What follows belongs to an exercise in optimizing a design on an open flow for small area, a short achievable clock period and few clock cycles per item; a production flow would make more cautious choices. Where RTL was checked, it was by simulation tests only, not by an equivalence proof against the original. The RTL of runs 3 to 7 was laid out without a check of its function. Power figures rest on the tool's default switching activity, not on a simulated workload.

==> flow/design.v <==
`timescale 1ns/100ps
module cache_controller (
    input clock,
    input reset,
    input read,
    input write,
    input [7:0] address,
    input [7:0] writedata,
    input mem_BUSY,
    input [31:0] mem_readdata,
    output reg [7:0] readdata,
    output reg mem_read, mem_write,
    output reg BUSY,
    output reg [5:0] mem_address,
    output reg [31:0] mem_writedata
);
    reg        cache_VALID [7:0];
    reg        cache_DIRTY [7:0];
    reg [2:0]  cache_TAG   [7:0];
    reg [31:0] cache_DATA  [7:0];
    integer i;
    wire [2:0] idx = address[4:2];
    wire       req = read | write;
    wire        VALID = cache_VALID[idx];
    wire        DIRTY = cache_DIRTY[idx];
    wire [2:0]  TAG   = cache_TAG[idx];
    wire [31:0] DATA  = cache_DATA[idx];
    wire        HIT   = VALID && (TAG == address[7:5]);
    reg done;
    wire idle = !(mem_read | mem_write | done);
    wire [2:0] lidx = mem_address[2:0];
    reg  [1:0] bsel;
    reg        wr;
    reg  [7:0]  cache_byte, mem_byte;
    always @(*) begin
        case (address[1:0])
            2'd0: begin cache_byte = DATA[7:0];   mem_byte = mem_readdata[7:0];   end
            2'd1: begin cache_byte = DATA[15:8];  mem_byte = mem_readdata[15:8];  end
            2'd2: begin cache_byte = DATA[23:16]; mem_byte = mem_readdata[23:16]; end
            default: begin cache_byte = DATA[31:24]; mem_byte = mem_readdata[31:24]; end
        endcase
    end
    wire miss_clean = idle && req && !HIT && !(VALID && DIRTY);
    wire miss_dirty = idle && req && !HIT && VALID && DIRTY;
    always @(posedge clock or posedge reset) begin
        if (reset) begin
            mem_read  <= 1'b0;
            mem_write <= 1'b0;
            done      <= 1'b0;
        end else begin
            mem_read  <= miss_clean | (mem_write & !mem_BUSY) | (mem_read & mem_BUSY);
            mem_write <= miss_dirty | (mem_write & mem_BUSY);
            done      <= (idle & req & HIT) | (mem_read & !mem_BUSY);
        end
    end
    always @(posedge clock) begin
        BUSY <= mem_read ? mem_BUSY : !(idle & HIT);
        readdata <= mem_read ? mem_byte : cache_byte;
        mem_writedata <= DATA;
        bsel <= address[1:0];
        wr <= write;
        mem_address[2:0] <= idx;
        mem_address[5:3] <= ((idle & VALID & DIRTY) | (mem_write & mem_BUSY)) ? TAG : address[7:5];
    end
    always @(posedge clock) begin
        if (reset) begin
            for (i = 0; i < 8; i = i + 1) begin
                cache_VALID[i] <= 1'b0;
                cache_DIRTY[i] <= 1'b0;
            end
        end else if (mem_read) begin
            cache_VALID[lidx] <= 1'b1;
            cache_DIRTY[lidx] <= 1'b0;
            cache_TAG[lidx]   <= address[7:5];
        end else if (done && wr) begin
            cache_DIRTY[lidx] <= 1'b1;
        end
    end
    always @(posedge clock) begin
        if (mem_read) begin
            cache_DATA[lidx] <= mem_readdata;
        end else if (done && wr) begin
            case (bsel)
                2'd0: cache_DATA[lidx][7:0]   <= writedata;
                2'd1: cache_DATA[lidx][15:8]  <= writedata;
                2'd2: cache_DATA[lidx][23:16] <= writedata;
                default: cache_DATA[lidx][31:24] <= writedata;
            endcase
        end
    end
endmodule
==> flow/flow/run.sh <==
#!/bin/bash
# Standard layout, with the ports buffered by a small plain buffer instead of
# the delay cell buffer_ports picks by default.
cp standard.sh standard_sh_copy.log
export BUFFER_PORTS_ARGS="-buffer_cell sky130_fd_sc_hd__buf_2"
bash standard.sh > standard.log 2>&1
==> flow/standard.sh <==
#!/bin/bash
# synth_recipe.tcl (not shown) runs the flow's synth.tcl, then flattens the netlist and writes it again
# the make line also repeats each setting of config.mk as NAME=value (left out here)
make -C /OpenROAD-flow-scripts/flow DESIGN_CONFIG=/design/flow/config.mk WORK_HOME=/design/flow/orfs CLKGATE_MAP_FILE= SYNTH_SCRIPT=/design/flow/synth_recipe.tcl "${@:-finish}"
==> flow/config.mk <==
export PLATFORM = sky130hd
export DESIGN_NAME = cache_controller
export DESIGN_NICKNAME = cache_controller
export VERILOG_FILES = /design/flow/design.v
export SDC_FILE = /design/flow/constraint.sdc
export NUM_CORES = 4
export LEC_CHECK = 0
export CAP_MARGIN = 20
export CORE_MARGIN = 2
export CORE_UTILIZATION = 60
export CTS_BUF_LIST = sky130_fd_sc_hd__clkbuf_8
export CTS_CLUSTER_DIAMETER = 50
export CTS_CLUSTER_SIZE = 15
export PLACE_DENSITY = 0.75
export SETUP_SLACK_MARGIN = 3.5
export SLEW_MARGIN = 20
==> flow/constraint.sdc <==
create_clock -name core_clock -period 6.0 [get_ports {clock}]
set_input_delay 1.2000 -clock core_clock [delete_from_list [all_inputs] [get_ports {clock}]]
set_output_delay 1.2000 -clock core_clock [all_outputs]
set_load 0.01 [all_outputs]
==> flow_summary.json, run 1 <==
{
  "syn_to_final_growth_pct": 11.1,
  "first_global_vias": 7435,
  "maxCapViolCount": 0,
  "cts_num_sinks": 349,
  "synth_xor_area_share_pct": 0.257,
  "worst_hold_path_type": "flip-flop to flip-flop",
  "initial_core_util_pct": 60.7,
  "avgSynthCellArea_um2": 19.4,
  "clkTransAtPathRegs_ns": 0.08,
  "fin_setup_tns_ns": 0,
  "hpwl_mm": 21.0,
  "final_layout_size_suffix_gt1_share_pct": 36.9,
  "core_mm2": 0.0224,
  "drtIter0Drc": 836,
  "cts_made_buffers": 29,
  "endpoint_kind": "flip-flop",
  "cts.path.max_buffers": 3,
  "power_w": 0.00502,
  "swShare_pct": 26.0,
  "grt_overflow_total": 0,
  "synthMuxAreaShare_pct": 19.7,
  "hold_violations": 0,
  "power.leakage_nw": 5.27,
  "slew_headroom_pct": 22.3,
  "ys.flop_type": "edfxtp_1",
  "worstPathRequired_ns": 6.47,
  "n_fill_cell": 1436,
  "worst_slew_pin_slew_ns": 1.16,
  "cts.htree.levels": 1,
  "grt_first_pass_wirelength_mm": 47.0,
  "insertion_delay_ns": 0.60,
  "setup_viol": 0,
  "synth_compound_area_share_pct": 2.87,
  "die_area_mm2": 0.0239,
  "ys_types": 45,
  "rows": 55,
  "routed_wl_mm": 31.8,
  "avgViaCountPerCell": 6.52,
  "die_x_um": 155,
  "path_max_fanout": 24,
  "finalCritPeriodShare_pct": 41.7,
  "irDropWorstVdd_mv": 0.248,
  "clkPwrFrac_pct": 27.6,
  "combPwrFrac_pct": 14.9,
  "switching_power_w": 0.00130,
  "yosysSeqAreaShare_pct": 72.6,
  "drc_errors": 0,
  "synth_fp_nets": 755,
  "grt_use_total_pct": 27.4,
  "startpoint_type": "input pin",
  "port_buffers": 101,
  "firstDrtPassIters": 5,
  "cts_tree": "built",
  "fin_skew_ns": 0.0224,
  "rsz0062_at_grt": "yes",
  "seqPwrFrac_pct": 57.5,
  "grt_max_degree": 69,
  "synthCells": 702,
  "fin_nets": 865,
  "antenna_left": 0,
  "synth_edf_count": 288,
  "synth_top_family_by_area": "multiplexers",
  "place_congestion": 0.830,
  "critPathKind": "input pin to flip-flop",
  "yosysWarnings": 1,
  "yosys.area_share.simple_pct": 3.13,
  "synthAdderAreaFrac_pct": 0,
  "critPathArrivalTime_ns": 2.97,
  "root_buffer": "clkbuf_8",
  "power.density_mw_per_mm2": 332,
  "antenna-diode-count": 0,
  "wl_per_cell_um": 28.4,
  "syn_area_mm2": 0.0136,
  "fin_crit_ns": 2.50,
  "slew_violations": 0,
  "vias": 7298,
  "status": "complete, no violations",
  "antenna_found_initial": 1,
  "hold_buffers": 0,
  "p_int_w": 0.00372,
  "ys_seq_elements": 349,
  "ios": 102,
  "dieHeight_um": 155,
  "async_flop_share_pct": 0.860,
  "fmax_mhz": 400
}
[final timing paths]
check / start / to / slack (ns) / cells past startpoint
max in group asynchronous: reset / mem_read / 5.12 / 2
worst max-delay path: address[3] / mem_address[4] / 3.50 / 6
min in group asynchronous: reset / mem_read / 0.58 / 2
worst min-delay path: cache_VALID[5] / cache_VALID[5] / 0.47 / 1
worst max register to register: mem_read / cache_DATA[2][30] / 3.55 / 3
worst min register to register: cache_VALID[5] / cache_VALID[5] / 0.47 / 1
[power groups by stage]
stage	Clock (W)	Combinational [W]	Sequential, W
3_5_place_dp	0	0.000692	0.00295
4_1_cts	0.00140	0.000738	0.00289
2_1_floorplan	0	0.000402	0.00295
6_report	0.00139	0.000747	0.00289
3_3_place_gp	0	0.000673	0.00295
5_1_grt	0.00149	0.000792	0.00290
[placed cells by master (no fill, tap or decap), types with 3 or more instances in the layout]
cell,count
a31oi_1,3
o221ai_1,6
buf_6,4
xnor2_1,3
mux2_2,65
nand3_1,3
a21o_1,13
o21ai_0,12
o22ai_1,4
inv_1,19
buf_2,96
mux2i_1,20
dfxtp_2,3
dfxtp_1,55
nor2_1,56
bufinv_16,3
nand3b_1,3
nand2_1,16
edfxtp_1,288
clkbuf_8,31
mux4_2,77
clkinv_2,4
buf_4,5
[state kept, by name, indices dropped and copies added (netlist names)]
register       count
mem_writedata     32
cache_VALID        8
readdata           8
wr                 1
cache_DIRTY        8
done               1
mem_read           1
mem_write          1
mem_address        6
cache_TAG         24
BUSY               1
cache_DATA       256
bsel               2
[per-stage QoR]
| stage | hold WS, ns | area (µm²) | worst slack (ns) | cells | util (%) |
|---|---|---|---|---|---|
| after detailed placement | 0.451 | 14400 | 2.14 | 1063 | 64.1 |
| after CTS | 0.469 | 15100 | 3.49 | 1120 | 67.3 |
| after global placement | 0.432 | 14400 | 2.17 | 1063 | 64.1 |
| after floorplan | 0.426 | 13700 | 3.34 | 702 | - |
| final | 0.468 | 15100 | 3.50 | 1120 | 67.5 |
| after global routing | 0.506 | 15100 | 3.47 | 1120 | 67.5 |
[Yosys cell counts, drive strengths merged (2+ instances only)]
library cell  number  area, µm²
a21o              13       97.6
a21oi              2       10.0
a221oi             2       30.0
a22o               2       17.5
a31oi              3       18.8
and3               2       12.5
and3b              2       17.5
buf               20        126
clkbuf            11       41.3
clkinv             2       7.51
dfrtp              3       75.1
dfxtp             58       1160
edfxtp           288       8650
inv                6       22.5
mux2              66        743
mux2i             21        210
mux4              77       1730
nand2             16       60.1
nand3              3       15.0
nand3b             3       22.5
nor2              56        210
nor2b              2       12.5
nor4               3       37.5
o21ai             14       70.1
o221ai             6       52.6
o22ai              4       25.0
or2                2       12.5
xnor2              3       26.3
[routing by layer]
metal	GRT usage, %	wire length, µm
met1	37.8	12100
met2	42.7	14900
met3	6.98	3590
met4	10.8	1240
met5	0	0
[area by class of cell]
type / instances / area [µm²] / area share (%)
Sequential cell: 349 / 9890 / 65.3
Multi-Input combinational cell: 314 / 3570 / 23.6
Timing Repair Buffer: 110 / 681 / 4.50
Clock buffer: 31 / 427 / 2.82
Tap cell: 285 / 357 / 2.36
Clock inverter: 23 / 183 / 1.21
Inverter: 8 / 30.0 / 0.198
[cell families (layout without fill, tap and decap cells)]
group                  after synthesis  count (layout)
multiplexers                       164             164
AO/OA/AOI/OAI                       53              53
AND/OR/NAND/NOR                     93              93
buffers and inverters               39             172
XOR/XNOR                             4               4
flip-flops                         349             349
[worst max-delay path, stage by stage]
cell and delay (ns):
buf_4 0.23, buf_8 0.23, a311o_1 0.36, a21o_1 0.19, a32oi_2 0.34, mux2_1 0.37
[what timing repair did]
item | CTS | global route
gates cloned | 1 | 0
setup endpoints to repair | 47 | 8
resized for setup | 16 | 8
buffers inserted | 2 | 0
Testbench counts, summed over its fixed seeds: cycles 16,144, requests 4,800.
==> run 2: changes to the inputs <==
--- a/flow/config.mk
+++ b/flow/config.mk
@@ -14,3 +14,3 @@
 export PLACE_DENSITY = 0.75
-export SETUP_SLACK_MARGIN = 3.5
+export SETUP_SLACK_MARGIN = 3.65
 export SLEW_MARGIN = 20
==> run 2 against run 1 <==
Still clean on timing, DRC and antenna. Clock power increased by 4%. Utilization increased by 1.5 points. Synthesized cell count unchanged. Total power increased by 2.0%. Sequential share of layout area decreased by 1.4 points. Combinational power increased by 3.2%. Cell area increased by 2.2%. Register-to-register slack improved by 0.16 ns. Setup slack improved by 0.13 ns. Count of clock-buffer cells in the layout increased by 1. Critical endpoint is now mem_read. Largest power group unchanged.
==> flow_summary.json, run 2 <==
{
  "ys.flop_type": "edfxtp_1",
  "cts_tree": "built",
  "synth_common_cells": "288 x edfxtp_1, 77 x mux4_2, 65 x mux2_2, 58 x dfxtp_1, 56 x nor2_1",
  "root_buffer": "clkbuf_8",
  "fin_setup_tns_ns": 0,
  "drtIter0Drc": 742,
  "avgViaCountPerCell": 6.51,
  "firstDrtPassIters": 5,
  "grt_overflow_total": 0,
  "drc_errors": 0,
  "fin_crit_ns": 2.37,
  "synthAdderAreaFrac_pct": 0,
  "final_layout_size_suffix_gt1_share_pct": 38.9,
  "cts.htree.levels": 1,
  "initial_core_util_pct": 60.7,
  "place_congestion": 0.865,
  "synth.area.top_cells": "edfxtp_1 63%, mux4_2 13%, dfxtp_1 8.5%, mux2_2 5.4%, mux2i_1 1.5%",
  "yosysWarnings": 1,
  "cts_num_sinks": 349,
  "combPwrFrac_pct": 15.1,
  "critPathArrivalTime_ns": 1.17,
  "fmax_mhz": 421,
  "die_area_mm2": 0.0239,
  "endpoint_kind": "output pin",
  "path_delay_family": "flip-flops",
  "syn_to_final_growth_pct": 13.6,
  "swShare_pct": 25.7,
  "hold_violations": 0,
  "cts_made_buffers": 30,
  "synth_top_family_by_area": "multiplexers",
  "power.leakage_nw": 5.43,
  "final_cell_mix": "288 x edfxtp_1, 96 x buf_2, 77 x mux4_2, 65 x mux2_2, 54 x nor2_1",
  "irDropWorstVdd_mv": 0.294,
  "core_mm2": 0.0224,
  "post-synth-top-area-cell": "edfxtp_1",
  "setup_ws_ns": 3.63,
  "worstPathRequired_ns": 4.80,
  "ios": 102,
  "synth_edf_count": 288,
  "maxCapViolCount": 0,
  "status": "complete, no violations",
  "largest_reg_flops": 256,
  "cpPeakStageDelay_ns": 0.45,
  "fin_skew_ns": 0.0254,
  "whs_ns": 0.469,
  "yosysSeqAreaShare_pct": 72.6,
  "worst_slew_pin_slew_ns": 1.17,
  "insertion_delay_ns": 0.60,
  "biggestRegsByFlops": "cache_DATA (256), mem_writedata (32), cache_TAG (24)",
  "synthMuxAreaShare_pct": 19.7,
  "ys_types": 45,
  "finalCritPeriodShare_pct": 39.6,
  "syn_area_mm2": 0.0136,
  "synth_compound_area_share_pct": 2.87,
  "ys_seq_elements": 349,
  "critPathKind": "flip-flop to output pin",
  "die_x_um": 155,
  "cp_num_buf_inv": 1,
  "rsz0062_at_grt": "yes",
  "fin_nets": 878,
  "switching_power_w": 0.00132,
  "slew_headroom_pct": 21.5,
  "clkTransAtPathRegs_ns": 0.10,
  "mostFrequentLayoutCell": "edfxtp_1",
  "post-place-ws_ns": 2.19,
  "power_w": 0.00512,
  "synth_fp_nets": 755,
  "cpMaxStageDelayCell": "dfrtp_2",
  "antenna_left": 0,
  "cts.path.max_buffers": 3,
  "first_global_vias": 7464,
  "grt_max_degree": 43,
  "synthCells": 702,
  "setup_viol": 0,
  "clkPwrFrac_pct": 28.4,
  "worstPathCellList": "buf_6",
  "synth_top_cell_area_share_pct": 63.5,
  "final-instance-count-excl-fill": 1134,
  "n_fill_cell": 1477,
  "startpoint_type": "flip-flop",
  "antenna_found_initial": 1,
  "synth.most_common_cell": "edfxtp_1",
  "async_flop_share_pct": 0.860,
  "dp_cells": 1063,
  "synth_xor_area_share_pct": 0.257,
  "dieHeight_um": 155,
  "antenna-diode-count": 0,
  "avgSynthCellArea_um2": 19.4,
  "worst_hold_path_type": "flip-flop to flip-flop",
  "slew_violations": 0,
  "port_buffers": 101,
  "seqPwrFrac_pct": 56.5,
  "path_max_fanout": 4,
  "wl_per_cell_um": 28.8,
  "grt_first_pass_wirelength_mm": 46.9,
  "routed_wl_mm": 32.6,
  "p_int_w": 0.00380,
  "hold_buffers": 0,
  "grt_use_total_pct": 27.4,
  "yosys.area_share.simple_pct": 3.13,
  "vias": 7378,
  "regMostFlops": "cache_DATA",
  "hpwl_mm": 20.8,
  "power.density_mw_per_mm2": 331,
  "rows": 55
}
==> run 2: final cells by class <==
type	instances	area, µm²	area share (%)
Timing Repair Buffer	122	921	5.95
Sequential cell	349	9900	64.0
Multi-Input combinational cell	314	3600	23.3
Tap cell	285	357	2.30
Inverter	8	30.0	0.194
Clock buffer	32	440	2.85
Clock inverter	24	220	1.42
==> run 2: path summary, 6_finish.rpt <==
path                           startpoint               end  slack [ns]  cells after the start
max in group asynchronous           reset          mem_read        5.10                      2
hold reg to reg            cache_VALID[1]    cache_VALID[1]        0.47                      1
hold / removal             cache_VALID[1]    cache_VALID[1]        0.47                      1
setup reg to reg                 mem_read  cache_DATA[1][6]        3.71                      3
min in group asynchronous           reset              done        0.58                      2
setup / recovery                 mem_read          mem_read        3.63                      1
==> run 2: metal layers <==
layer | GRT usage, % | wire [µm]
met5 | 0 | 13
met1 | 38.6 | 12500
met4 | 11.5 | 1470
met2 | 43.6 | 15700
met3 | 4.62 | 2950
==> run 2: kinds of logic after synthesis <==
kind of cell    count (synthesis)
mux                           164
xor+xnor                        4
simple gates                   93
compound gates                 53
buf+inv                        39
flops                         349
==> run 2: power by group through the flow <==
| stage | combinational [W] | sequential, W | clock (W) |
|---|---|---|---|
| CTS | 0.000730 | 0.00289 | 0.00146 |
| global placement | 0.000674 | 0.00294 | 0 |
| finish | 0.000771 | 0.00289 | 0.00145 |
| detailed placement | 0.000693 | 0.00295 | 0 |
| floorplan | 0.000403 | 0.00295 | 0 |
| global route | 0.000809 | 0.00291 | 0.00155 |
==> run 2: repair_timing <==
| action | 4_1_cts | 5_1_grt |
|---|---|---|
| gates resized for setup | 29 | 14 |
| pin swaps | 2 | 2 |
| gates cloned | 5 | 1 |
| setup endpoints to repair | 84 | 128 |
| buffers inserted | 2 | 7 |
==> run 2: per-stage QoR <==
step | area, µm² | utilization, %
floorplan | 13700 | -
global placement | 14400 | 64.0
detailed placement | 14400 | 64.1
CTS | 15300 | 68.3
global route | 15500 | 69.0
finish | 15500 | 69.0
==> run 3: changes to the inputs <==
--- a/flow/design.v
+++ b/flow/design.v
@@ -42,4 +42,4 @@
     end
-    wire miss_clean = idle && req && !HIT && !(VALID && DIRTY);
-    wire miss_dirty = idle && req && !HIT && VALID && DIRTY;
+    wire miss_clean = idle && req && !HIT && !DIRTY;
+    wire miss_dirty = idle && req && !HIT && DIRTY;
     always @(posedge clock or posedge reset) begin
@@ -62,3 +62,3 @@
         mem_address[2:0] <= idx;
-        mem_address[5:3] <= ((idle & VALID & DIRTY) | (mem_write & mem_BUSY)) ? TAG : address[7:5];
+        mem_address[5:3] <= ((idle & DIRTY) | (mem_write & mem_BUSY)) ? TAG : address[7:5];
     end
==> run 3 against run 2 <==
Still clean. Cell count rose by 0.26%. First-iteration DRC count rose by 19%. Synthesized cell count rose by 2.0%. Sequential cell count did not move. Count of clock-buffer cells in the layout rose by 2. Combinational power fell by 25%. Die area rose by 0.85%. Largest cell class unchanged.
==> flow_summary.json, run 3 <==
{
  "synth.most_common_cell": "edfxtp_1",
  "rows": 55,
  "slew_headroom_pct": 30.8,
  "cts_num_sinks": 349,
  "clkTransAtPathRegs_ns": 0.08,
  "fin_skew_ns": 0.0239,
  "endpoint_kind": "output pin",
  "min_to": "cache_VALID[0]",
  "syn_area_mm2": 0.0137,
  "fin_nets": 880,
  "vias": 7219,
  "cpPeakStageDelay_ns": 0.49,
  "maxCapViolCount": 0,
  "firstDrtPassIters": 6,
  "r2r_slack_ns": 3.72,
  "cp_num_cells": 1,
  "ys_types": 49,
  "avgViaCountPerCell": 6.35,
  "synth_top_cell_area_share_pct": 62.9,
  "wl_met3_mm": 2.15,
  "grt_overflow_total": 0,
  "worst_hold_path_type": "flip-flop to flip-flop",
  "synthAdderAreaFrac_pct": 0,
  "synth_compound_area_share_pct": 2.91,
  "cts_tree": "built",
  "synth_xor_area_share_pct": 0.0637,
  "synthMuxAreaShare_pct": 19.7,
  "first_global_vias": 7310,
  "ys_seq_elements": 349,
  "root_buffer": "clkbuf_8",
  "biggestRegsByFlops": "cache_DATA (256), mem_writedata (32), cache_TAG (24)",
  "synth_fp_nets": 769,
  "wl_met1_mm": 12.1,
  "worst_slew_pin_slew_ns": 1.03,
  "drtIter0Drc": 883,
  "holdCritStartpoint": "cache_VALID[0]",
  "finalCritPeriodShare_pct": 40.2,
  "yosys.area_share.simple_pct": 3.35,
  "fin_setup_tns_ns": 0,
  "wl_met2_mm": 15.5,
  "core_mm2": 0.0226,
  "ys.flop_type": "edfxtp_1",
  "cts.htree.levels": 1,
  "place_area_mm2": 0.0144,
  "port_buffers": 101,
  "grt_use_total_pct": 26.2,
  "fmax_mhz": 414,
  "synth.area.top_cells": "edfxtp_1 63%, mux4_2 12%, dfxtp_1 8.5%, mux2_2 5.2%, mux2i_1 1.6%",
  "critPathArrivalTime_ns": 1.21,
  "n_fill_cell": 1449,
  "critPathKind": "flip-flop to output pin",
  "cp_num_buf_inv": 1,
  "grt_max_degree": 47,
  "avgSynthCellArea_um2": 19.2,
  "largest_reg_flops": 256,
  "hold_violations": 0,
  "multiInputGateArea_mm2": 0.00361,
  "irDropWorstVdd_mv": 0.217,
  "path_max_fanout": 2,
  "synthCells": 716,
  "drc_errors": 0,
  "async_flop_share_pct": 0.860,
  "synth_top_family_by_area": "multiplexers",
  "routed_wl_mm": 30.9,
  "power.density_mw_per_mm2": 315,
  "hold_depth": 1,
  "final-instance-count-excl-fill": 1137,
  "synth_edf_count": 288,
  "fin_crit_ns": 2.41,
  "path_delay_family": "flip-flops",
  "antenna_left": 0,
  "wl_per_cell_um": 27.2,
  "post-synth-top-area-cell": "edfxtp_1",
  "reg2reg_depth": 3,
  "status": "complete, no violations",
  "power.leakage_nw": 5.34,
  "initial_core_util_pct": 60.9,
  "hpwl_mm": 20.3,
  "worstPathRequired_ns": 4.80,
  "worstPathCellList": "buf_6",
  "register_area_mm2": 0.00992,
  "setup_viol": 0,
  "cpMaxStageDelayCell": "dfrtp_4",
  "postLayoutCellArea_mm2": 0.0153,
  "whs_ns": 0.459,
  "die_area_mm2": 0.0241,
  "setup_ws_ns": 3.59,
  "yosysSeqAreaShare_pct": 71.9,
  "ios": 102,
  "cts.path.max_buffers": 3,
  "startpoint_type": "flip-flop",
  "yosysWarnings": 1,
  "slew_violations": 0,
  "mostFrequentLayoutCell": "edfxtp_1",
  "grt_first_pass_wirelength_mm": 45.7,
  "synth_common_cells": "288 x edfxtp_1, 73 x mux4_2, 64 x mux2_2, 58 x dfxtp_1, 58 x nor2_1",
  "regMostFlops": "cache_DATA",
  "rsz0062_at_grt": "yes",
  "insertion_delay_ns": 0.62,
  "die_x_um": 155,
  "dp_cells": 1071,
  "top_layer": "met4",
  "post-place-ws_ns": 2.24,
  "final_cell_mix": "288 x edfxtp_1, 97 x buf_2, 74 x mux4_2, 58 x nor2_1, 57 x mux2_2",
  "antenna_found_initial": 0,
  "syn_to_final_growth_pct": 11.5,
  "antenna-diode-count": 0,
  "r2r_end": "cache_DATA[2][0]",
  "dieHeight_um": 155,
  "hold_buffers": 0,
  "final_layout_size_suffix_gt1_share_pct": 38.4,
  "r2r_start": "mem_address[2]",
  "cts_made_buffers": 31,
  "place_congestion": 0.814
}
## run 3: cell count changes after synthesis, moves of 4 or more
| cell | change |
|---|---|
| a21o_1 | -5 |
| a21oi_1 | +6 |
| mux4_1 | +4 |
| nor3_1 | +4 |
| nand2b_1 | +4 |
| mux4_2 | -4 |
## run 3: report_power, final
part           internal (W)  switching (W)
Combinational      0.000229       0.000352
Sequential          0.00278      0.0000500
Clock              0.000624       0.000788
## run 3: cells by family after synthesis
logic type             Yosys count
AO/OA/AOI/OAI                   57
XOR/XNOR                         1
multiplexers                   164
flip-flops                     349
buffers and inverters           43
AND/OR/NAND/NOR                102
## run 3: stage by stage
step,utilization (%),power (W)
floorplan,-,0.00321
global placement,63.9,0.00340
detailed placement,63.9,0.00342
CTS,67.7,0.00483
global route,67.9,0.00497
finish,67.9,0.00482
## run 3: worst max path at each step
stage | from | end | slack, ns
6_report | mem_read | mem_read | 3.59
5_1_grt | mem_read | mem_read | 3.56
4_1_cts | mem_read | mem_read | 3.57
3_5_place_dp | address[4] | readdata[6] | 2.24
3_3_place_gp | address[4] | readdata[5] | 2.32
2_1_floorplan | address[3] | readdata[0] | 3.37
## run 3: routing by layer
metal | GRT usage, % | up-vias
met2 | 44.4 | 343
met3 | 3.54 | 83
met1 | 35.5 | 3703
li1 | - | 3090
met5 | 0 | -
met4 | 9.52 | 0
## run 3: cell type report
type                       count  share of cell area (%)
tap                          285                    2.33
inverter                       8                   0.196
clock buffer                  34                    3.05
clock inverter                24                    1.18
multi-input combinational    324                    23.6
timing repair buffer         113                    4.93
sequential                   349                    64.7
## run 3: timing repair
action                     4_1_cts  5_1_grt
gates cloned                     2        0
gates resized for setup         33        9
setup endpoints to repair      517       26
buffers inserted                 5        1
==> run 4: changes to the inputs <==
--- a/flow/config.mk
+++ b/flow/config.mk
@@ -7,2 +7,3 @@
 export LEC_CHECK = 0
+export ABC_AREA = 1
 export CAP_MARGIN = 20
==> run 4 against run 3 <==
Sequential cell count is the same. Register-to-register slack lost 0.06 ns. Non-clock buffer count grew 4. Maximum frequency grew 0.14%. Clock power shrank 3%. Combinational power grew 5.2%. Synthesized area grew 4.1%. Hold slack gained 0.0088 ns. Global-route usage grew 3.3 points.
==> flow_summary.json, run 4 <==
{
  "cts.htree.levels": 1,
  "drtIter0Drc": 1388,
  "dieHeight_um": 158,
  "rsz0062_at_grt": "yes",
  "path_delay_family": "flip-flops",
  "maxCapViolCount": 0,
  "firstDrtPassIters": 5,
  "ios": 102,
  "antenna_found_initial": 1,
  "yosys.area_share.simple_pct": 16.4,
  "slew_headroom_pct": 28.8,
  "hold_violations": 0,
  "clkTransAtPathRegs_ns": 0.09,
  "startpoint_type": "flip-flop",
  "critPathArrivalTime_ns": 1.21,
  "synthMuxAreaShare_pct": 0,
  "largest_reg_flops": 256,
  "port_buffers": 101,
  "ys.flop_type": "edfxtp_1",
  "ys_types": 30,
  "post-synth-top-area-cell": "edfxtp_1",
  "root_buffer": "clkbuf_8",
  "synth.most_common_cell": "edfxtp_1",
  "worstPathCellList": "buf_6",
  "p_int_w": 0.00351,
  "n_fill_cell": 1767,
  "cts.path.max_buffers": 3,
  "final_core_util_pct": 67.3,
  "synth_fp_nets": 1368,
  "routed_wl_mm": 37.3,
  "finalCritPeriodShare_pct": 40.2,
  "synth_top_family_by_area": "simple AND/OR/NAND/NOR gates",
  "fin_crit_ns": 2.41,
  "synth.area.top_cells": "edfxtp_1 60%, dfxtp_1 8.1%, nor2_1 7.5%, o21ai_0 6.0%, nand2_1 4.2%",
  "regMostFlops": "cache_DATA",
  "switching_power_w": 0.00129,
  "grt_first_pass_wirelength_mm": 54.8,
  "fin_nets": 1452,
  "syn_to_final_growth_pct": 10.1,
  "ys_seq_elements": 349,
  "yosysWarnings": 1,
  "power.leakage_nw": 5.82,
  "avgViaCountPerCell": 5.95,
  "place_congestion": 0.935,
  "wl_per_cell_um": 21.4,
  "combPwrFrac_pct": 12.7,
  "worst_slew_pin_slew_ns": 1.06,
  "critPathKind": "flip-flop to output pin",
  "rows": 56,
  "status": "complete, no violations",
  "slew_violations": 0,
  "grt_overflow_total": 0,
  "whs_ns": 0.468,
  "final_layout_size_suffix_gt1_share_pct": 13.3,
  "grt_use_total_pct": 29.5,
  "initial_core_util_pct": 61.1,
  "synth_common_cells": "288 x edfxtp_1, 284 x nor2_1, 172 x o21ai_0, 160 x nand2_1, 75 x inv_1",
  "cts_made_buffers": 31,
  "avgSynthCellArea_um2": 10.9,
  "worstPathRequired_ns": 4.80,
  "swShare_pct": 26.8,
  "async_flop_share_pct": 0.860,
  "dp_cells": 1675,
  "drc_errors": 0,
  "fin_skew_ns": 0.0318,
  "cts_num_sinks": 349,
  "setup_viol": 0,
  "worst_hold_path_type": "flip-flop to flip-flop",
  "fin_setup_tns_ns": 0,
  "endpoint_kind": "output pin",
  "synth_compound_area_share_pct": 9.69,
  "syn_area_mm2": 0.0143,
  "first_global_vias": 9644,
  "cpPeakStageDelay_ns": 0.50,
  "antenna_left": 0,
  "path_max_fanout": 4,
  "irDropWorstVdd_mv": 0.330,
  "insertion_delay_ns": 0.60,
  "final_cell_mix": "288 x edfxtp_1, 282 x nor2_1, 160 x nand2_1, 152 x o21ai_0, 98 x buf_2",
  "cpMaxStageDelayCell": "dfrtp_4",
  "grt_max_degree": 87,
  "antenna-diode-count": 0,
  "synth_xor_area_share_pct": 0,
  "synthAdderAreaFrac_pct": 0,
  "synth_top_cell_area_share_pct": 60.5,
  "fmax_mhz": 415,
  "vias": 10400,
  "clkPwrFrac_pct": 28.6,
  "yosysSeqAreaShare_pct": 69.1,
  "synth_edf_count": 288,
  "cts_tree": "built",
  "seqPwrFrac_pct": 58.7,
  "hpwl_mm": 23.2,
  "final-instance-count-excl-fill": 1741,
  "die_x_um": 158,
  "mostFrequentLayoutCell": "edfxtp_1",
  "biggestRegsByFlops": "cache_DATA (256), mem_writedata (32), cache_TAG (24)",
  "core_mm2": 0.0234,
  "die_area_mm2": 0.0251,
  "synthCells": 1315,
  "power.density_mw_per_mm2": 305,
  "cp_num_buf_inv": 1
}
run 4: worst paths after layout:
check | from | end | slack, ns | cells after the start
max | mem_read | mem_read | 3.59 | 1
min | cache_VALID[4] | cache_VALID[4] | 0.47 | 2
max reg2reg | done | cache_DATA[6][12] | 3.66 | 4
min reg2reg | cache_VALID[4] | cache_VALID[4] | 0.47 | 2
max in group asynchronous | reset | mem_read | 5.10 | 2
min in group asynchronous | reset | mem_write | 0.60 | 2
run 4: repair_timing:
action                                  in CTS  in global routing
endpoints found under the setup margin     330                201
pin swaps                                    0                  2
cloned                                       2                  1
hold buffers                                 0                  0
gates resized for setup                     33                 27
buffers inserted                             5                  2
run 4: cells by family after synthesis:
logic type             Yosys count
buffers and inverters          145
AO/OA/AOI/OAI                  254
AND/OR/NAND/NOR                567
flip-flops                     349
run 4: per-stage QoR:
stage                     power [W]  setup slack [ns]  area, µm²
after floorplan             0.00320              3.68      14300
after global placement      0.00341              2.12      14900
after detailed placement    0.00342              2.11      14900
after CTS                   0.00477              3.57      15700
after global routing        0.00495              3.50      15800
final                       0.00480              3.59      15800
run 4: power groups by stage:
stage	registers [W]	logic, W	clock network (W)
5_1_grt	0.00283	0.000657	0.00146
4_1_cts	0.00281	0.000587	0.00137
3_3_place_gp	0.00288	0.000532	0
3_5_place_dp	0.00288	0.000545	0
2_1_floorplan	0.00288	0.000323	0
6_report	0.00282	0.000611	0.00137
run 4: final cells by class:
class	instances	area, µm²	area share (%)
multi-input cells	821	3750	23.8
clock buffers	33	454	2.88
repair inverters	1	8.76	0.0556
flip-flops and latches	349	9900	62.8
clock inverters	23	159	1.01
well taps	319	399	2.53
inverters	78	318	2.02
repair buffers	117	768	4.88
run 4: metal layers:
| metal | track usage [%] | part of all wire, % | vias up |
|---|---|---|---|
| met4 | 12.1 | 3.9 | 2 |
| met5 | 0 | 0.035 | - |
| li1 | - | - | 4693 |
| met2 | 45.5 | 46 | 662 |
| met1 | 41.4 | 39 | 4892 |
| met3 | 6.45 | 12 | 117 |
==> run 5: changes to the inputs <==
--- a/flow/design.v
+++ b/flow/design.v
@@ -28,4 +28,4 @@
     wire        HIT   = VALID && (TAG == address[7:5]);
-    reg done;
-    wire idle = !(mem_read | mem_write | done);
+    reg st_rd, st_wb, done;
+    wire idle = !(st_rd | st_wb | done);
     wire [2:0] lidx = mem_address[2:0];
@@ -44,11 +44,13 @@
     wire miss_dirty = idle && req && !HIT && DIRTY;
+    wire rd_next = miss_clean | (st_wb & !mem_BUSY) | (st_rd & mem_BUSY);
+    wire wb_next = miss_dirty | (st_wb & mem_BUSY);
     always @(posedge clock or posedge reset) begin
         if (reset) begin
-            mem_read  <= 1'b0;
-            mem_write <= 1'b0;
-            done      <= 1'b0;
+            st_rd <= 1'b0;
+            st_wb <= 1'b0;
+            done  <= 1'b0;
         end else begin
-            mem_read  <= miss_clean | (mem_write & !mem_BUSY) | (mem_read & mem_BUSY);
-            mem_write <= miss_dirty | (mem_write & mem_BUSY);
-            done      <= (idle & req & HIT) | (mem_read & !mem_BUSY);
+            st_rd <= rd_next;
+            st_wb <= wb_next;
+            done  <= (idle & req & HIT) | (st_rd & !mem_BUSY);
         end
@@ -56,4 +58,8 @@
     always @(posedge clock) begin
-        BUSY <= mem_read ? mem_BUSY : !(idle & HIT);
-        readdata <= mem_read ? mem_byte : cache_byte;
+        mem_read  <= !reset & rd_next;
+        mem_write <= !reset & wb_next;
+    end
+    always @(posedge clock) begin
+        BUSY <= st_rd ? mem_BUSY : !(idle & HIT);
+        readdata <= st_rd ? mem_byte : cache_byte;
         mem_writedata <= DATA;
@@ -62,3 +68,3 @@
         mem_address[2:0] <= idx;
-        mem_address[5:3] <= ((idle & DIRTY) | (mem_write & mem_BUSY)) ? TAG : address[7:5];
+        mem_address[5:3] <= ((idle & DIRTY) | (st_wb & mem_BUSY)) ? TAG : address[7:5];
     end
@@ -70,3 +76,3 @@
             end
-        end else if (mem_read) begin
+        end else if (st_rd) begin
             cache_VALID[lidx] <= 1'b1;
@@ -79,3 +85,3 @@
     always @(posedge clock) begin
-        if (mem_read) begin
+        if (st_rd) begin
             cache_DATA[lidx] <= mem_readdata;
==> run 5 against run 4 <==
Still clean. First-iteration DRC count down 2.9%. Maximum frequency up 2.4%. Register-to-register slack about the same. Routed wire length down 1.5%. Sequential share of layout area down 0.71 points. Die area down 0.95%. Synthesized cell count down 0.30%. Utilization up 1.2 points. Critical path depth up 3. Critical endpoint is now cache_DATA[1][8]. Highest routed layer is now met4.
==> flow_summary.json, run 5 <==
{
  "fmax_mhz": 425,
  "top_layer": "met4",
  "grt_max_degree": 99,
  "crit_top_cell": "nor2_1",
  "status": "complete, no violations",
  "cp_num_cells": 4,
  "path_max_fanout": 8,
  "maxCapViolCount": 0,
  "critPathKind": "flip-flop to flip-flop",
  "critPathArrivalTime_ns": 2.52,
  "power.leakage_nw": 6.01,
  "worstPathCellList": "nand2_1 > nor3_1 > nor2_1 > nor2_1",
  "cts_tree": "built",
  "hold_depth": 2,
  "worst_slew_pin_slew_ns": 1.02,
  "worstPathRequired_ns": 6.17,
  "slew_violations": 0,
  "wl_met3_mm": 4.01,
  "path_delay_family": "simple AND/OR/NAND/NOR gates",
  "synth_edf_count": 288,
  "slew_headroom_pct": 31.0,
  "yosysSeqAreaShare_pct": 70.1,
  "clkTransAtPathRegs_ns": 0.08,
  "yosysWarnings": 1,
  "biggestRegsByFlops": "cache_DATA (256), mem_writedata (32), cache_TAG (24)",
  "initial_core_util_pct": 60.7,
  "final_cell_mix": "288 x edfxtp_1, 258 x nor2_1, 201 x nand2_1, 159 x o21ai_0, 99 x buf_2",
  "synth_fp_nets": 1364,
  "syn_area_mm2": 0.0142,
  "ios": 102,
  "hold_buffers": 0,
  "ys_seq_elements": 351,
  "wl_met2_mm": 17.2,
  "setup_ws_ns": 3.65,
  "cp_num_buf_inv": 0,
  "grt_use_total_pct": 28.8,
  "firstDrtPassIters": 6,
  "mostFrequentLayoutCell": "edfxtp_1",
  "fin_nets": 1456,
  "drtIter0Drc": 1348,
  "antenna_left": 0,
  "die_x_um": 158,
  "insertion_delay_ns": 0.55,
  "vias": 10200,
  "avgViaCountPerCell": 5.85,
  "dieHeight_um": 158,
  "largest_reg_flops": 256,
  "synthCells": 1311,
  "rsz0062_at_grt": "yes",
  "fin_crit_ns": 2.35,
  "worst_hold_path_type": "flip-flop to flip-flop",
  "port_buffers": 101,
  "synth.area.top_cells": "edfxtp_1 61%, dfxtp_1 8.5%, nor2_1 7.2%, o21ai_0 6.3%, nand2_1 5.4%",
  "reg2reg_depth": 4,
  "synth_common_cells": "288 x edfxtp_1, 270 x nor2_1, 204 x nand2_1, 179 x o21ai_0, 78 x inv_1",
  "endpoint_kind": "flip-flop",
  "fin_skew_ns": 0.0200,
  "first_global_vias": 9435,
  "die_area_mm2": 0.0249,
  "startpoint_type": "flip-flop",
  "cts_num_sinks": 351,
  "regMostFlops": "cache_DATA",
  "rows": 56,
  "ys_types": 25,
  "fin_setup_tns_ns": 0,
  "setup_viol": 0,
  "power.density_mw_per_mm2": 311,
  "cts.htree.levels": 2,
  "post-place-ws_ns": 1.78,
  "synth.most_common_cell": "edfxtp_1",
  "drc_errors": 0,
  "wl_met1_mm": 14.6,
  "root_buffer": "clkbuf_8",
  "final_layout_size_suffix_gt1_share_pct": 14.1,
  "core_mm2": 0.0233,
  "routed_wl_mm": 36.8,
  "grt_overflow_total": 0,
  "post-synth-top-area-cell": "edfxtp_1",
  "cts.path.max_buffers": 3,
  "hpwl_mm": 22.3,
  "place_congestion": 1.00,
  "antenna-diode-count": 0,
  "wl_per_cell_um": 21.0,
  "grt_first_pass_wirelength_mm": 52.8,
  "async_flop_share_pct": 0.855,
  "antenna_found_initial": 0,
  "syn_to_final_growth_pct": 12.9,
  "cpPeakStageDelay_ns": 0.72,
  "cts_made_buffers": 34,
  "hold_violations": 0,
  "irDropWorstVdd_mv": 0.213,
  "cpMaxStageDelayCell": "nor2_1",
  "finalCritPeriodShare_pct": 39.2,
  "synth_top_cell_area_share_pct": 61.1,
  "power_w": 0.00497,
  "avgSynthCellArea_um2": 10.8,
  "ys.flop_type": "edfxtp_1"
}
[run 5: changes by cell type after synthesis, sizes merged, moves of 3 or more]
cell    previous run  this run
buf               42        29
o22ai              3        29
o211ai            24         1
o21ai            211       200
and2              23         0
nor2             286       270
o21a               0        26
nand2            162       204
nand3             75        54
nand4              7         0
clkbuf            25        37
inv               77        80
[run 5: cell families (layout without fill, tap and decap cells)]
family | after synthesis | in the layout | synth area share (%)
compound gates | 270 | 270 | 10.5
buf+inv | 148 | 265 | 4.48
flops | 351 | 351 | 70.1
simple gates | 542 | 542 | 15.0
[run 5: metrics by stage]
| stage | hold slack (ns) | cell area [µm²] | instances | util, % |
|---|---|---|---|---|
| 6_report | 0.462 | 16000 | 1747 | 68.5 |
| 4_1_cts | 0.466 | 15700 | 1735 | 67.4 |
| 3_3_place_gp | 0.439 | 14800 | 1672 | 63.5 |
| 5_1_grt | 0.479 | 16000 | 1747 | 68.5 |
| 3_5_place_dp | 0.446 | 14800 | 1672 | 63.5 |
| 2_1_floorplan | 0.429 | 14200 | 1311 | - |
[run 5: metal layers]
metal	track usage (%)	vias up
met5	0	-
met1	40.4	4814
met3	5.67	86
met2	46.0	629
li1	-	4693
met4	8.92	0
[run 5: repair_timing]
action | CTS | global route
buffers inserted | 0 | 5
gates cloned | 2 | 7
gates resized for setup | 47 | 27
setup endpoints to repair | 331 | 225
[run 5: path summary, 6_finish.rpt]
check | endpoint | from | slack [ns]
setup / recovery | cache_DATA[1][8] | done | 3.65
hold / removal | cache_VALID[7] | cache_VALID[7] | 0.46
setup reg to reg | cache_DATA[1][8] | done | 3.65
hold reg to reg | cache_VALID[7] | cache_VALID[7] | 0.46
max in group asynchronous | st_rd | reset | 5.01
min in group asynchronous | st_rd | reset | 0.69
[run 5: layout make-up]
type	count	area [µm²]
multi-input combinational	812	3680
timing repair buffer	119	853
fill	1738	7350
tap	319	399
sequential	351	9930
inverter	82	372
clock inverter	25	220
timing repair inverter	3	38.8
clock buffer	36	495
[run 5: where the power goes]
group | switching (W) | total, W | internal (W) | leakage [nW]
clock network | 0.000827 | 0.00154 | 0.000709 | 0.389
logic | 0.000420 | 0.000596 | 0.000176 | 2.45
registers | 0.0000581 | 0.00284 | 0.00278 | 3.17
total | 0.00131 | 0.00497 | 0.00367 | 6.01
[run 5: tightest hold or removal path, delay by kind of cell, from the launching register on]
family             cells  cell delay (ns)
AOI/OAI and AO/OA      1             0.05
DFF                    1             0.33
and+or+nand+nor        1             0.05
==> run 6: changes to the inputs <==
--- a/flow/config.mk
+++ b/flow/config.mk
@@ -7,3 +7,2 @@
 export LEC_CHECK = 0
-export ABC_AREA = 1
 export CAP_MARGIN = 20
==> run 6 against run 5 <==
Total power rose by 3.2%. Highest routed layer unchanged. Sequential power is 3% higher. Synthesized area fell by 2.0%. Setup slack got worse by 0.017 ns. Non-clock buffer count increased by 23. Hold slack improved by 0.0054 ns. Cell count is 33% lower.
==> flow_summary.json, run 6 <==
{
  "final_core_util_pct": 70.3,
  "biggestRegsByFlops": "cache_DATA (256), mem_writedata (32), cache_TAG (24)",
  "cp_num_buf_inv": 1,
  "yosysWarnings": 1,
  "die_area_mm2": 0.0244,
  "cts.htree.levels": 2,
  "fin_setup_tns_ns": 0,
  "synth_edf_count": 288,
  "whs_ns": 0.468,
  "post-place-ws_ns": 2.11,
  "finalCritPeriodShare_pct": 39.5,
  "cpMaxStageDelayCell": "nor2_1",
  "yosysSeqAreaShare_pct": 71.5,
  "post-synth-top-area-cell": "edfxtp_1",
  "antenna_left": 0,
  "cts_made_buffers": 34,
  "antenna_found_initial": 0,
  "drc_errors": 0,
  "final_layout_size_suffix_gt1_share_pct": 41.8,
  "cpPeakStageDelay_ns": 0.86,
  "setup_viol": 0,
  "async_flop_share_pct": 0.855,
  "dieHeight_um": 156,
  "ys_types": 43,
  "final_cell_mix": "288 x edfxtp_1, 98 x buf_2, 71 x mux4_2, 56 x dfxtp_1, 55 x nor2_1",
  "cts.path.max_buffers": 3,
  "ys_seq_elements": 351,
  "worst_hold_path_type": "flip-flop to flip-flop",
  "cts_num_sinks": 351,
  "slew_violations": 0,
  "irDropWorstVdd_mv": 0.223,
  "critPathKind": "flip-flop to flip-flop",
  "rsz0062_at_grt": "yes",
  "first_global_vias": 7465,
  "mostFrequentLayoutCell": "edfxtp_1",
  "fin_nets": 907,
  "p_int_w": 0.00375,
  "endpoint_kind": "flip-flop",
  "vias": 7494,
  "syn_area_mm2": 0.0139,
  "place_congestion": 0.840,
  "hold_violations": 0,
  "slew_headroom_pct": 31.3,
  "grt_use_total_pct": 27.5,
  "core_mm2": 0.0226,
  "ios": 102,
  "critPathArrivalTime_ns": 2.52,
  "combPwrFrac_pct": 15.3,
  "worstPathCellList": "buf_4 > a31oi_1 > nor2_1",
  "synth_fp_nets": 761,
  "wl_per_cell_um": 29.0,
  "clkPwrFrac_pct": 27.6,
  "power_w": 0.00513,
  "initial_core_util_pct": 61.3,
  "synth.most_common_cell": "edfxtp_1",
  "fmax_mhz": 422,
  "setup_ws_ns": 3.63,
  "path_delay_family": "simple AND/OR/NAND/NOR gates",
  "avgSynthCellArea_um2": 19.6,
  "ys.flop_type": "edfxtp_1",
  "status": "complete, no violations",
  "swShare_pct": 26.9,
  "seqPwrFrac_pct": 57.1,
  "regMostFlops": "cache_DATA",
  "root_buffer": "clkbuf_8",
  "cts_tree": "built",
  "port_buffers": 101,
  "syn_to_final_growth_pct": 14.6,
  "grt_max_degree": 39,
  "rows": 55,
  "maxCapViolCount": 0,
  "synth_common_cells": "288 x edfxtp_1, 69 x nor2_1, 63 x mux2_2, 60 x dfxtp_1, 51 x mux4_2",
  "routed_wl_mm": 33.7,
  "die_x_um": 156,
  "synthCells": 708,
  "grt_first_pass_wirelength_mm": 47.8,
  "firstDrtPassIters": 5,
  "synth.area.top_cells": "edfxtp_1 62%, dfxtp_1 8.7%, mux4_2 8.3%, mux4_1 5.3%, mux2_2 5.1%",
  "power.leakage_nw": 5.62,
  "worst_slew_pin_slew_ns": 1.03,
  "avgViaCountPerCell": 6.44,
  "fin_crit_ns": 2.37,
  "grt_overflow_total": 0,
  "clkTransAtPathRegs_ns": 0.09,
  "path_max_fanout": 17,
  "largest_reg_flops": 256,
  "startpoint_type": "flip-flop",
  "synth_top_cell_area_share_pct": 62.3,
  "worstPathRequired_ns": 6.15,
  "hpwl_mm": 21.5,
  "switching_power_w": 0.00138,
  "fin_skew_ns": 0.0162,
  "drtIter0Drc": 940,
  "insertion_delay_ns": 0.53,
  "power.density_mw_per_mm2": 323
}
## run 6: cell type report
cell class	instances	area, µm²
Multi-Input combinational cell	314	3780
Sequential cell	351	9930
Timing Repair Buffer	142	1130
Inverter	11	50.0
Antenna cell	1	2.50
Tap cell	285	357
Clock buffer	37	509
Clock inverter	23	140
Fill cell	1390	6740
## run 6: cell families after synthesis
family          Yosys count  synth area share, %
xor+xnor                  3                0.189
flops                   351                 71.5
mux                     164                 20.3
compound gates           46                 2.40
buf+inv                  43                 2.25
simple gates            101                 3.31
## run 6: final timing paths
kind,from,depth (start not counted),to,slack (ns)
worst max-delay path,st_rd,3,cache_DATA[0][12],3.63
worst min-delay path,cache_VALID[5],1,cache_VALID[5],0.47
worst max register to register,st_rd,3,cache_DATA[0][12],3.63
worst min register to register,cache_VALID[5],1,cache_VALID[5],0.47
max in group asynchronous,reset,2,st_rd,5.09
min in group asynchronous,reset,2,st_wb,0.67
## run 6: repair_timing
item / CTS / global route
resized for setup: 47 / 28
endpoints found under the hold margin: 0 / 0
hold buffers: 0 / 0
setup endpoints to repair: 149 / 167
buffers inserted: 9 / 15
pin swaps: 5 / 5
cloned: 4 / 4
## run 6: metrics by stage
step	std cells	area, µm²
finish	1164	15900
global route	1163	15900
CTS	1144	15600
detailed placement	1071	14500
global placement	1071	14500
floorplan	708	13900
## run 6: routing by layer
metal | GRT usage, % | share of wire (%) | up-vias
li1 | - | - | 3131
met1 | 39.1 | 38 | 3815
met2 | 44.6 | 49 | 483
met3 | 5.14 | 10 | 65
met4 | 7.91 | 3.2 | 0
met5 | 0 | 0 | -
## run 6: power groups by stage
stage | Sequential (W) | Clock, W | Combinational (W)
3_5_place_dp | 0.00298 | 0 | 0.000693
4_1_cts | 0.00292 | 0.00143 | 0.000734
5_1_grt | 0.00294 | 0.00152 | 0.000834
3_3_place_gp | 0.00297 | 0 | 0.000673
2_1_floorplan | 0.00297 | 0 | 0.000429
6_report | 0.00293 | 0.00142 | 0.000784
==> run 7: changes to the inputs <==
--- a/flow/config.mk
+++ b/flow/config.mk
@@ -10,5 +10,5 @@
 export CORE_UTILIZATION = 60
-export CTS_BUF_LIST = sky130_fd_sc_hd__clkbuf_8
-export CTS_CLUSTER_DIAMETER = 50
-export CTS_CLUSTER_SIZE = 15
+export CTS_BUF_LIST = sky130_fd_sc_hd__clkbuf_16
+export CTS_CLUSTER_DIAMETER = 60
+export CTS_CLUSTER_SIZE = 25
 export PLACE_DENSITY = 0.75
==> run 7 against run 6 <==
Clock power increased by 15%. Die area unchanged. Combinational power increased by 2%. Utilization increased by 0.85 points. Clock skew increased by 0.0058 ns. Largest cell class unchanged. Hold slack improved by 0.0082 ns. Cell count decreased by 1.8%. Highest routed layer unchanged. Setup slack got worse by 0.034 ns. Synthesized area unchanged. Still clean on timing, DRC and antenna. Via count increased by 0.81%.
==> flow_summary.json, run 7 <==
{
  "worst_slew_pin_slew_ns": 1.00,
  "maxCapViolCount": 0,
  "worstPathRequired_ns": 6.18,
  "holdCritStartpoint": "cache_VALID[2]",
  "fin_nets": 895,
  "grt_first_pass_wirelength_mm": 48.2,
  "register_area_mm2": 0.00993,
  "synthCells": 708,
  "critPathArrivalTime_ns": 2.58,
  "synth_top_family_by_area": "multiplexers",
  "synth_edf_count": 288,
  "final_layout_size_suffix_gt1_share_pct": 42.3,
  "cts_num_sinks": 351,
  "setup_ws_ns": 3.60,
  "syn_area_mm2": 0.0139,
  "routed_wl_mm": 33.8,
  "grt_use_total_pct": 27.9,
  "synth_top_cell_area_share_pct": 62.3,
  "die_area_mm2": 0.0244,
  "rows": 55,
  "core_mm2": 0.0226,
  "yosys.area_share.simple_pct": 3.31,
  "dieHeight_um": 156,
  "yosysSeqAreaShare_pct": 71.5,
  "startpoint_type": "flip-flop",
  "insertion_delay_ns": 0.54,
  "path_max_fanout": 17,
  "endpoint_kind": "flip-flop",
  "cts_tree": "built",
  "async_flop_share_pct": 0.855,
  "drtIter0Drc": 876,
  "place_congestion": 0.840,
  "critPathKind": "flip-flop to flip-flop",
  "irDropWorstVdd_mv": 0.234,
  "first_global_vias": 7398,
  "worst_hold_path_type": "flip-flop to flip-flop",
  "hold_violations": 0,
  "cts.path.max_buffers": 3,
  "multiInputGateArea_mm2": 0.00382,
  "p_int_w": 0.00393,
  "drc_errors": 0,
  "root_buffer": "clkbuf_16",
  "synthMuxAreaShare_pct": 20.3,
  "post-place-ws_ns": 2.11,
  "postLayoutCellArea_mm2": 0.0161,
  "slew_headroom_pct": 32.8,
  "vias": 7555,
  "mostFrequentLayoutCell": "edfxtp_1",
  "syn_to_final_growth_pct": 16.0,
  "fin_crit_ns": 2.40,
  "place_area_mm2": 0.0145,
  "biggestRegsByFlops": "cache_DATA (256), mem_writedata (32), cache_TAG (24)",
  "switching_power_w": 0.00143,
  "grt_overflow_total": 0,
  "ys_seq_elements": 351,
  "status": "complete, no violations",
  "avgSynthCellArea_um2": 19.6,
  "firstDrtPassIters": 5,
  "antenna_found_initial": 0,
  "power.density_mw_per_mm2": 333,
  "setup_viol": 0,
  "cts_made_buffers": 22,
  "fin_skew_ns": 0.0221,
  "fin_setup_tns_ns": 0,
  "finalCritPeriodShare_pct": 40.1,
  "slew_violations": 0,
  "r2r_start": "st_rd",
  "ys_types": 43,
  "hold_buffers": 0,
  "synth.most_common_cell": "edfxtp_1",
  "port_buffers": 101,
  "seqPwrFrac_pct": 54.6,
  "critPathLaunch": "st_rd",
  "ios": 102,
  "antenna-diode-count": 0,
  "combPwrFrac_pct": 15.0,
  "initial_core_util_pct": 61.3,
  "grt_max_degree": 29,
  "synth_common_cells": "288 x edfxtp_1, 69 x nor2_1, 63 x mux2_2, 60 x dfxtp_1, 51 x mux4_2",
  "n_fill_cell": 1362,
  "wl_per_cell_um": 29.6,
  "clkTransAtPathRegs_ns": 0.09,
  "fmax_mhz": 416,
  "power.leakage_nw": 5.67,
  "regMostFlops": "cache_DATA",
  "yosysWarnings": 1,
  "antenna_left": 0,
  "hpwl_mm": 21.5,
  "synth.area.top_cells": "edfxtp_1 62%, dfxtp_1 8.7%, mux4_2 8.3%, mux4_1 5.3%, mux2_2 5.1%",
  "rsz0062_at_grt": "yes",
  "swShare_pct": 26.6,
  "die_x_um": 156,
  "clkPwrFrac_pct": 30.4,
  "synth_fp_nets": 761,
  "cts.htree.levels": 1,
  "largest_reg_flops": 256,
  "synth_xor_area_share_pct": 0.189,
  "ys.flop_type": "edfxtp_1",
  "synthAdderAreaFrac_pct": 0,
  "post-synth-top-area-cell": "edfxtp_1",
  "avgViaCountPerCell": 6.61,
  "final_cell_mix": "288 x edfxtp_1, 98 x buf_2, 71 x mux4_2, 56 x dfxtp_1, 53 x mux2_2",
  "synth_compound_area_share_pct": 2.40
}
[run 7: cell counts after synthesis]
No cell type changed its count.
[run 7: cells by family after synthesis]
family / Yosys count
xor+xnor: 3
buf+inv: 43
mux: 164
flops: 351
compound gates: 46
simple gates: 101
[run 7: power by group through the flow]
stage | Sequential, W | Combinational [W] | Clock [W]
CTS | 0.00293 | 0.000749 | 0.00163
detailed placement | 0.00298 | 0.000693 | 0
global route | 0.00294 | 0.000849 | 0.00172
global placement | 0.00297 | 0.000673 | 0
finish | 0.00293 | 0.000802 | 0.00163
floorplan | 0.00297 | 0.000429 | 0
[run 7: through the flow]
stage | total power [W] | hold WS [ns] | util (%) | cells
2_1_floorplan | 0.00340 | 0.425 | - | 708
3_3_place_gp | 0.00364 | 0.432 | 64.2 | 1071
3_5_place_dp | 0.00367 | 0.442 | 64.2 | 1071
4_1_cts | 0.00531 | 0.472 | 69.7 | 1128
5_1_grt | 0.00551 | 0.495 | 71.1 | 1143
6_report | 0.00536 | 0.476 | 71.1 | 1143
[run 7: layer usage]
| metal | vias up | wire [µm] | part of all wire (%) | global-route usage, % |
|---|---|---|---|---|
| met5 | - | 0 | 0 | 0 |
| met4 | 0 | 1490 | 4.4 | 11.0 |
| met3 | 76 | 3180 | 9.4 | 4.31 |
| met2 | 483 | 16400 | 48 | 44.6 |
| met1 | 3880 | 12800 | 38 | 39.7 |
| li1 | 3116 | - | - | - |
[run 7: final timing paths]
path / depth (start not counted) / end / slack, ns
worst min register to register: 1 / cache_VALID[2] / 0.48
worst max-delay path: 3 / cache_DATA[6][11] / 3.60
min in group asynchronous: 2 / st_rd / 0.68
worst max register to register: 3 / cache_DATA[6][11] / 3.60
worst min-delay path: 1 / cache_VALID[2] / 0.48
max in group asynchronous: 2 / done / 5.09
[run 7: repair_timing]
action / 4_1_cts / 5_1_grt
pin swaps: 5 / 7
cloned: 6 / 3
resized for setup: 48 / 37
hold endpoints to repair: 0 / 0
setup buffers: 11 / 12
endpoints found under the setup margin: 157 / 219
[run 7: worst max-delay path, stage by stage (launching register included)]
cell and delay, ns:
dfrtp_1 0.51, buf_4 0.29, a31oi_1 0.77, nor2_1 0.47
[run 7: area by class of cell]
type	count	area share (%)
clock buffers	24	3.73
inverters	11	0.311
well taps	285	2.22
clock inverters	16	1.00
repair buffers	142	7.31
flip-flops and latches	351	61.7
multi-input cells	314	23.7
==> run 8: changes to the inputs <==
--- a/flow/design.v
+++ b/flow/design.v
@@ -30,5 +30,5 @@
     wire idle = !(st_rd | st_wb | done);
-    wire [2:0] lidx = mem_address[2:0];
+    reg  [2:0] lidx;
     reg  [1:0] bsel;
-    reg        wr;
+    reg        wbyte;
     reg  [7:0]  cache_byte, mem_byte;
@@ -65,4 +65,5 @@
         mem_writedata <= DATA;
+        lidx <= idx;
         bsel <= address[1:0];
-        wr <= write;
+        wbyte <= write & ((idle & req & HIT) | (st_rd & !mem_BUSY));
         mem_address[2:0] <= idx;
@@ -80,3 +81,3 @@
             cache_TAG[lidx]   <= address[7:5];
-        end else if (done && wr) begin
+        end else if (wbyte) begin
             cache_DIRTY[lidx] <= 1'b1;
@@ -87,3 +88,3 @@
             cache_DATA[lidx] <= mem_readdata;
-        end else if (done && wr) begin
+        end else if (wbyte) begin
             case (bsel)
--- a/flow/config.mk
+++ b/flow/config.mk
@@ -10,7 +10,7 @@
 export CORE_UTILIZATION = 60
-export CTS_BUF_LIST = sky130_fd_sc_hd__clkbuf_16
-export CTS_CLUSTER_DIAMETER = 60
-export CTS_CLUSTER_SIZE = 25
+export CTS_BUF_LIST = sky130_fd_sc_hd__clkbuf_8
+export CTS_CLUSTER_DIAMETER = 50
+export CTS_CLUSTER_SIZE = 15
 export PLACE_DENSITY = 0.75
-export SETUP_SLACK_MARGIN = 3.65
+export SETUP_SLACK_MARGIN = 3.8
 export SLEW_MARGIN = 20
==> run 8 against run 7 <==
Still clean on timing, DRC and antenna. Total power is 2.9% lower. Cell area is 0.14% higher. Critical path depth is 2 lower. Die area is 0.68% lower. Synthesized cell count is 1.4% higher. Highest routed layer unchanged. Non-clock buffer count is 11 lower. Synthesized area is 0.70% lower.
==> flow_summary.json, run 8 <==
{
  "endpoint_kind": "output pin",
  "port_buffers": 101,
  "antenna_found_initial": 0,
  "n_fill_cell": 1309,
  "ys.flop_type": "edfxtp_1",
  "endpoint": "mem_writedata[23]",
  "root_buffer": "clkbuf_8",
  "die_area_mm2": 0.0242,
  "fin_setup_tns_ns": 0,
  "fmax_mhz": 436,
  "grt_first_pass_wirelength_mm": 47.0,
  "grt_use_total_pct": 27.1,
  "post-place-ws_ns": 2.08,
  "critPathArrivalTime_ns": 1.10,
  "initial_core_util_pct": 61.0,
  "hpwl_mm": 20.1,
  "worstPathRequired_ns": 4.80,
  "r2r_start": "mem_address[2]",
  "antenna_left": 0,
  "hold_violations": 0,
  "critPathKind": "flip-flop to output pin",
  "slew_headroom_pct": 37.5,
  "fin_nets": 897,
  "fin_crit_ns": 2.30,
  "reg2reg_depth": 4,
  "power.density_mw_per_mm2": 323,
  "synth_edf_count": 288,
  "yosysWarnings": 1,
  "biggestRegsByFlops": "cache_DATA (256), mem_writedata (32), cache_TAG (24)",
  "cts.htree.levels": 1,
  "final_cell_mix": "288 x edfxtp_1, 78 x mux4_2, 63 x buf_2, 55 x mux2_2, 37 x nor2_1",
  "place_congestion": 0.876,
  "irDropWorstVdd_mv": 0.210,
  "status": "complete, no violations",
  "ys_types": 40,
  "first_global_vias": 7469,
  "path_delay_family": "flip-flops",
  "routed_wl_mm": 32.8,
  "setup_viol": 0,
  "yosysSeqAreaShare_pct": 72.0,
  "ios": 102,
  "synthCells": 718,
  "regMostFlops": "cache_DATA",
  "rsz0062_at_grt": "yes",
  "ys_seq_elements": 351,
  "drtIter0Drc": 793,
  "maxCapViolCount": 0,
  "syn_area_mm2": 0.0138,
  "largest_reg_flops": 256,
  "rows": 55,
  "multiInputGateArea_mm2": 0.00380,
  "fin_skew_ns": 0.0281,
  "register_area_mm2": 0.00998,
  "dieHeight_um": 156,
  "synth_top_cell_area_share_pct": 62.8,
  "critPathLaunch": "mem_writedata[23]",
  "worst_slew_pin_slew_ns": 0.934,
  "cp_num_cells": 1,
  "cpMaxStageDelayCell": "dfxtp_4",
  "final_layout_size_suffix_gt1_share_pct": 46.8,
  "holdCritStartpoint": "cache_VALID[1]",
  "cpPeakStageDelay_ns": 0.38,
  "whs_ns": 0.468,
  "cts.path.max_buffers": 3,
  "post-synth-top-area-cell": "edfxtp_1",
  "worstPathCellList": "buf_6",
  "r2r_end": "cache_DATA[7][28]",
  "power.leakage_nw": 5.63,
  "die_x_um": 156,
  "worst_hold_path_type": "flip-flop to flip-flop",
  "vias": 7404,
  "setup_ws_ns": 3.70,
  "synth_common_cells": "288 x edfxtp_1, 75 x mux4_2, 66 x nor2_1, 63 x mux2_2, 60 x dfxtp_1",
  "clkTransAtPathRegs_ns": 0.10,
  "avgViaCountPerCell": 6.42,
  "insertion_delay_ns": 0.60,
  "core_mm2": 0.0226,
  "finalCritPeriodShare_pct": 38.3,
  "cts_tree": "built",
  "grt_overflow_total": 0,
  "drc_errors": 0,
  "avgSynthCellArea_um2": 19.2,
  "r2r_slack_ns": 3.77,
  "slew_violations": 0,
  "async_flop_share_pct": 0.855,
  "wl_per_cell_um": 28.4,
  "syn_to_final_growth_pct": 17.0,
  "cts_made_buffers": 31,
  "synth.area.top_cells": "edfxtp_1 63%, mux4_2 12%, dfxtp_1 8.7%, mux2_2 5.1%, nor2_1 1.8%",
  "synth.most_common_cell": "edfxtp_1",
  "synth_fp_nets": 771,
  "cts_num_sinks": 351,
  "power_w": 0.00520,
  "mostFrequentLayoutCell": "edfxtp_1",
  "startpoint_type": "flip-flop",
  "cp_num_buf_inv": 1,
  "firstDrtPassIters": 5,
  "grt_max_degree": 37,
  "path_max_fanout": 1
}
run 8: timing repair:
item	4_1_cts	5_1_grt
cloned	7	2
resized for setup	112	63
endpoints found under the setup margin	424	244
endpoints found under the hold margin	0	0
buffers inserted	13	3
hold buffers	0	0
pin swaps	2	2
run 8: per-layer routing:
metal,GRT usage (%),vias to the layer above,wire length (µm)
met5,0,-,0
met4,6.99,0,769
met3,5.13,47,3280
met2,43.7,433,16000
met1,39.0,3799,12700
li1,-,3125,-
run 8: worst min path at each step:
stage                endpoint  slack [ns]  cells past startpoint
6_report       cache_VALID[1]        0.47                      1
5_1_grt        cache_VALID[1]        0.49                      1
4_1_cts        cache_VALID[7]        0.46                      1
3_5_place_dp   cache_VALID[7]        0.44                      1
3_3_place_gp   cache_VALID[1]        0.44                      1
2_1_floorplan  cache_VALID[2]        0.43                      1
run 8: stage by stage:
| step | instance area [µm²] | utilization (%) | std cells |
|---|---|---|---|
| final | 16100 | 71.4 | 1153 |
| after global routing | 16100 | 71.4 | 1152 |
| after CTS | 15800 | 70.1 | 1147 |
| after detailed placement | 14400 | 64.0 | 1071 |
| after global placement | 14400 | 64.0 | 1071 |
| after floorplan | 13800 | - | 718 |
run 8: cell families (layout without fill, tap and decap cells):
group           Yosys count  after routing  synth area share [%]
xor+xnor                  3              3                 0.191
flops                   351            351                  72.0
other cells               0              1                     0
simple gates            108            108                  3.60
buf+inv                  48            197                  2.04
compound gates           44             44                  2.32
mux                     164            164                  19.8
run 8: report_power, final:
part / switching, W / total [W] / internal [W]
Combinational: 0.000482 / 0.000845 / 0.000363
Sequential: 0.0000798 / 0.00293 / 0.00285
Clock: 0.000811 / 0.00142 / 0.000611
run 8: cell type report:
| cell class | instances | area share (%) |
|---|---|---|
| flip-flops and latches | 351 | 61.9 |
| multi-input cells | 319 | 23.5 |
| repair buffers | 131 | 8.09 |
| clock buffers | 33 | 2.82 |
| well taps | 285 | 2.21 |
| clock inverters | 23 | 1.10 |
| inverters | 10 | 0.279 |
| diodes | 1 | 0.0155 |
run 8: worst register-to-register path: cells and delay by family (launching register included):
kind / cells / cell delay, ns
simple gates: 2 / 1.23
buf+inv: 2 / 0.27
flops: 1 / 0.36
Testbench counts of run 8, summed over its fixed seeds: cycles 16,144, requests 4,800.

static timing again, ports no longer ideal:
Ports are ideal in the flow. The routed layouts listed here were re-timed in OpenROAD. Step 1 sets driving cells, clkbuf_16 on the clock port and buf_2 on the other inputs (assumed; they add their load-dependent delay and slew). Step 2 also shifts input and output timing later by t, the mid clock arrival at the registers, as if the neighbouring blocks saw the same clock. a / b / c = no drivers / after step 1 / after step 2; a / b = the first two.
run | t (ns) | setup slack, ns | worst hold slack (ns) | worst register clock-pin slew, ns
run 1 | 0.627 | 3.500 / 3.341 / 2.715 | 0.468 / 0.468 / 0.468 | 0.11 / 0.11
run 2 | 0.623 | 3.626 / 3.535 / 2.912 | 0.469 / 0.469 / 0.469 | 0.10 / 0.10
run 3 | 0.643 | 3.587 / 3.548 / 2.918 | 0.459 / 0.459 / 0.459 | 0.10 / 0.10
run 4 | 0.636 | 3.590 / 3.541 / 3.072 | 0.468 / 0.468 / 0.468 | 0.10 / 0.10
run 5 | 0.587 | 3.646 / 3.583 / 2.996 | 0.462 / 0.462 / 0.462 | 0.10 / 0.10
run 6 | 0.567 | 3.629 / 3.247 / 2.680 | 0.468 / 0.468 / 0.468 | 0.10 / 0.10
run 7 | 0.577 | 3.595 / 3.268 / 2.691 | 0.476 / 0.476 / 0.476 | 0.09 / 0.09
run 8 | 0.631 | 3.704 / 3.384 / 2.753 | 0.468 / 0.468 / 0.468 | 0.10 / 0.10
After both steps every run listed still meets setup and hold. The setup slack of run 8, which loses most, moves by -0.320 ns with the drivers and by -0.951 ns with both steps.
